This design comes from an exercise in tuning for small area, a short achievable clock period and few clock cycles per item on the open sky130 flow, not from production work. Function was checked by simulation only, so behaviour that the tests miss may differ from the original. Power and IR drop assume default switching activity.

## design/flow/config.mk

```make
export PLATFORM = sky130hd
export DESIGN_NAME = shift_add_multiplier
export DESIGN_NICKNAME = shift_add_multiplier
export VERILOG_FILES = /design/flow/design.v
export SDC_FILE = /design/flow/constraint.sdc
export NUM_CORES = 4
export LEC_CHECK = 0
export CAP_MARGIN = 20
export CORE_MARGIN = 2
export CORE_UTILIZATION = 40
export SLEW_MARGIN = 20
```

## design/flow/constraint.sdc

```tcl
create_clock -name core_clock -period 4.5 [get_ports {clk}]
set_input_delay 0.9000 -clock core_clock [delete_from_list [all_inputs] [get_ports {clk}]]
set_output_delay 0.9000 -clock core_clock [all_outputs]
set_load 0.01 [all_outputs]
```

## design/flow/design.v

```verilog
`timescale 1ns/1ps
module shift_add_multiplier (
    input  wire         clk,
    input  wire         rst_n,
    input  wire         start,         
    input  wire [31:0]  A,             
    input  wire [31:0]  B,             
    output wire [63:0]  product,       
    output wire         done           
);
    reg [63:0] partial_product;
    reg [31:0] multiplicand;
    reg [63:0] multiplicand_tmp;
    reg [31:0] multiplier;
    reg [5 :0] bit_count;   
    reg        done_reg;
    reg        start_flag;
    assign done    = done_reg;
    assign product = partial_product;
    always @(posedge clk or negedge rst_n) begin
        if (!rst_n) begin
            partial_product  <= 64'd0;
            multiplicand_tmp <= 64'd0;
            multiplier       <= 32'd0;
            bit_count        <= 6'd0;
            done_reg         <= 1'b0;
            start_flag       <= 1'b0;
        end
        else begin
            if (start) begin
                partial_product  <= 64'd0;
                multiplicand_tmp <= {32'b0,A};
                multiplier       <= B;
                bit_count        <= 6'd0;
                done_reg         <= 1'b0;
                start_flag       <= 1'b1;
            end
            else if (!done_reg && start_flag) begin
                if (multiplier[0] == 1'b1) begin
                    partial_product <= partial_product + multiplicand_tmp;
                end
                multiplier       <= multiplier >> 1;
                multiplicand_tmp <= multiplicand_tmp << 1;
                bit_count        <= bit_count + 1'b1;
                if (bit_count == 6'd31) begin
                    done_reg   <= 1'b1;
                    start_flag <= 1'b0;
                end
            end
        end
    end
endmodule
```

## design/flow/run.sh

```bash
#!/bin/bash
# synth_recipe.tcl (not shown) runs the flow's synth.tcl, then flattens the netlist and writes it again
# the make line also repeats each setting of config.mk as NAME=value (left out here)
make -C /OpenROAD-flow-scripts/flow DESIGN_CONFIG=/design/flow/config.mk WORK_HOME=/design/flow/orfs CLKGATE_MAP_FILE= SYNTH_SCRIPT=/design/flow/synth_recipe.tcl finish
```

==> summary.txt <==
status: no timing/DRC/antenna violations
CP cell instances: ha_1 > inv_1 > fa_1 > nor2b_1 > o31a_1 > o22ai_1 > o21ai_2 > a31oi_1 > buf_4 > o41ai_1 > nor2_1 > o22ai_1 > o41ai_1 > nand2b_1
antenna cells: 0
gr ovfl total: 0
Num CTS Buffers: 17
Hold WS: 0.5214 ns
Pwr Total: 4.019 mW
H-tree Lvls: 4
Hold Path Class: flop to flop
setup bufs post-CTS: 0
cell depth of the worst min-delay path: 1
flops & latches, synth: 168
asr flop ratio synth: 100.0%
VDD IR max: 0.2298 mV
fin nets: 1398
largest area contributor in the netlist: dfrtp_1
R2R Path End: partial_product[60]
RD Place Congestion: 0.8919
DP Area: 11920 sq um
DRT Wirelength: 26.67 mm
post-layout util: 49.42%
skew final: 0.01528 ns
setup TNS: 0 ns
clk buf depth: 2
CP max stage cell: o41ai_1
Netlist cell types: 66
fraction of layout cells with a size suffix above 1: 4.848%
drc violations: 0
R2R depth: 14
slowest stage delay, CP: 0.68 ns
max_cap viols: 0
nature of the critical path startpoint: flop
vias in the first global route: 8671
WP data required: 4.82 ns
area grow syn2layout: 20.47%
Critical Path AT: 3.90 ns
global-route wire length before repair: 44.10 mm
DRT Pass-1 Iters: 7
clock latency on the worst-skew pair: 0.44 ns
Final Max Slew Viols: 0
Worst-path clk slew: 0.07 ns
Leakage: 5.943 nW
Crit. End Element: flop
Synth Flop Type: dfrtp_1
fin crit share: 79.59%
CTS tree: yes
cts hold-fix bufs: 0
core area: 25330 sq um
relative slew slack: 35.15%
Seq/Total Area, Yosys: 40.46%
syn nets: 1312
Cell Rows: 58
crit path capture: partial_product[60]
crit path from: partial_product[0]
CTS Sinks: 168
PwrDens: 321.1 nW/um^2
WL per Instance: 16.57 um
Avg Cell Area, Syn: 8.805 sq um
IO Pins: 132
final hold viol count: 0
fmax: 279.2 MHz
Slew @ Worst Pin: 0.9705 ns
Final setup viols: 0
EDFF count, synth: 0
DR vias: 8768
die height: 165.2 um
YS warnings: 1
R2R Setup Slk: 0.92 ns
RSZ-0062 raised after global routing: no
Largest regs: multiplicand_tmp: 64 flops, partial_product: 64 flops, multiplier: 32 flops
HPWL after DPL: 18.91 mm
Synth area leaders: dfrtp_1, nand2_1, ha_1, o21ai_0, mux2i_1
largest net degree at the start of global routing: 111
port bufs: 131
Routed Antenna Nets: 0
DRT iter0 DRCs: 509
die width: 165.2 um
reg-to-reg startpoint: partial_product[0]
gr usage total: 20.22%
Crit Path Max Fanout: 4
minimum clock period: 3.582 ns
Post-Syn Area: 10390 sq um
Syn Inst Count: 1180
Worst Setup Path Type: flop to flop
clock root buffer: clkbuf_16
initial antenna violation count: 0
Yosys top cell area share: 40.46%
post-route cell area: 12520 sq um
initial core utilization: 41.02%
CTS resizes: 0
vias per inst: 5.449
DIE AREA: 27280 sq um
==> cells by family after synthesis <==
family                     after synthesis  share of synthesized area [%]
adders and majority gates               65                          7.900
xor gates and xnor gates                61                          5.142
and+or+nand+nor                        338                          13.86
buffers and inverters                   91                          3.420
muxes                                   63                          6.081
DFF                                    168                          40.46
AOI/OAI and AO/OA                      394                          23.13
==> cell type report <==
type,instances,area [sq um]
tap,330,412.9
fill,2428,12810
multi-input combinational,921,5849
clock buffer,17,425.4
inverter,16,60.06
sequential,168,4204
timing repair buffer,142,1393
clock inverter,15,172.7
==> where the power goes <==
part | switching (mW) | internal (mW)
sequential | 0.0880 | 1.61
clock | 0.723 | 0.751
combinational | 0.469 | 0.379
total | 1.28 | 2.74
==> how the worst min path moves through the flow <==
stage,start,end,slack (ns)
floorplan,start_flag,start_flag,0.46
global route,start_flag,start_flag,0.56
global placement,partial_product[2],partial_product[2],0.49
finish,start_flag,start_flag,0.52
detailed placement,start_flag,start_flag,0.50
CTS,start_flag,start_flag,0.53
==> metal layers <==
layer  track usage, %  part of all wire (%)
met4            4.625                  0.95
met1            27.62                    48
met5                0                     0
met3            4.870                   5.6
met2            32.52                    46
==> synthesized netlist by cell type (3+ instances only) <==
| master | n |
|---|---|
| a211oi_1 | 7 |
| a21boi_0 | 3 |
| a21o_1 | 42 |
| a21oi_1 | 101 |
| a221oi_1 | 3 |
| a22o_1 | 5 |
| a31oi_1 | 11 |
| and3_1 | 8 |
| buf_1 | 3 |
| buf_2 | 3 |
| clkbuf_1 | 65 |
| dfrtp_1 | 168 |
| ha_1 | 64 |
| inv_1 | 16 |
| mux2i_1 | 62 |
| nand2_1 | 235 |
| nand2b_1 | 3 |
| nand3_1 | 10 |
| nand4_1 | 19 |
| nor2_1 | 31 |
| nor2b_1 | 8 |
| nor3_1 | 7 |
| o211ai_1 | 5 |
| o21a_1 | 11 |
| o21ai_0 | 157 |
| o21ai_1 | 4 |
| o21bai_1 | 9 |
| o22ai_1 | 3 |
| o31ai_1 | 4 |
| o41ai_1 | 3 |
| or2_2 | 3 |
| or3_1 | 4 |
| xnor2_1 | 27 |
| xor2_1 | 34 |
==> cell usage in the layout, fill, tap and decap left out, types with 3 or more instances in the layout <==
cell type        instances
nand4_1                 19
inv_1                   16
or2_2                    3
o211ai_1                 5
or3_1                    4
a21o_1                  42
o22ai_1                  3
xor2_1                  34
nor3_1                   7
a21boi_0                 3
nand2_1                235
a31oi_1                 11
a211oi_1                 7
o21a_1                  11
buf_4                   12
clkinv_8                 4
a22o_1                   5
a21oi_1                100
inv_8                    5
and3_1                   8
o31ai_1                  4
nand3_1                 10
inv_6                    3
ha_1                    64
o21ai_1                  4
nand2b_1                 3
dfrtp_1                168
o21ai_0                157
nor2_1                  31
xnor2_1                 27
nor2b_1                  7
clkdlybuf4s50_1        129
o21bai_1                 9
mux2i_1                 62
a221oi_1                 3
clkbuf_16               17
o41ai_1                  3
==> stage by stage <==
| step | setup WS, ns | std cells |
|---|---|---|
| after detailed placement | 0.9599 | 1577 |
| final | 0.9183 | 1609 |
| after CTS | 0.9418 | 1609 |
| after floorplan | 1.537 | 1180 |
| after global placement | 1.079 | 1577 |
| after global routing | 0.5709 | 1609 |
==> critical path: cells and delay by family, from the launching register on <==
kind | cells | cell delay (ns)
fa+ha+maj | 2 | 0.60
simple gates | 3 | 0.54
compound gates | 7 | 1.70
buf+inv | 2 | 0.23
flops | 1 | 0.38
Testbench counts, summed over its fixed seeds: cycles 52,800, items 1,600.

-- static timing again, ports no longer ideal --
In the flow no input, the clock included, has a driving cell. The finished layout below was timed again as built, in two steps.
Step 1: set_driving_cell puts a clkbuf_16 on clk and a buf_2 on each other input, an assumption about the parent block.
Step 2 moves the port delays by t, midway between the first and last clock arrival at a register: inputs arrive t later, outputs are due t later. That takes back most of the time a late clock gives input paths.
Three values: no drivers, after step 1, after step 2; two values: the first two.
t, ns: 0.479
setup slack, ns: 0.918 / 0.918 / 0.918
worst setup path at the end: register to register
After both steps setup and hold are still met in this run. For this run, drivers alone change the setup slack by 0.000 ns; drivers and shift together by 0.000 ns.
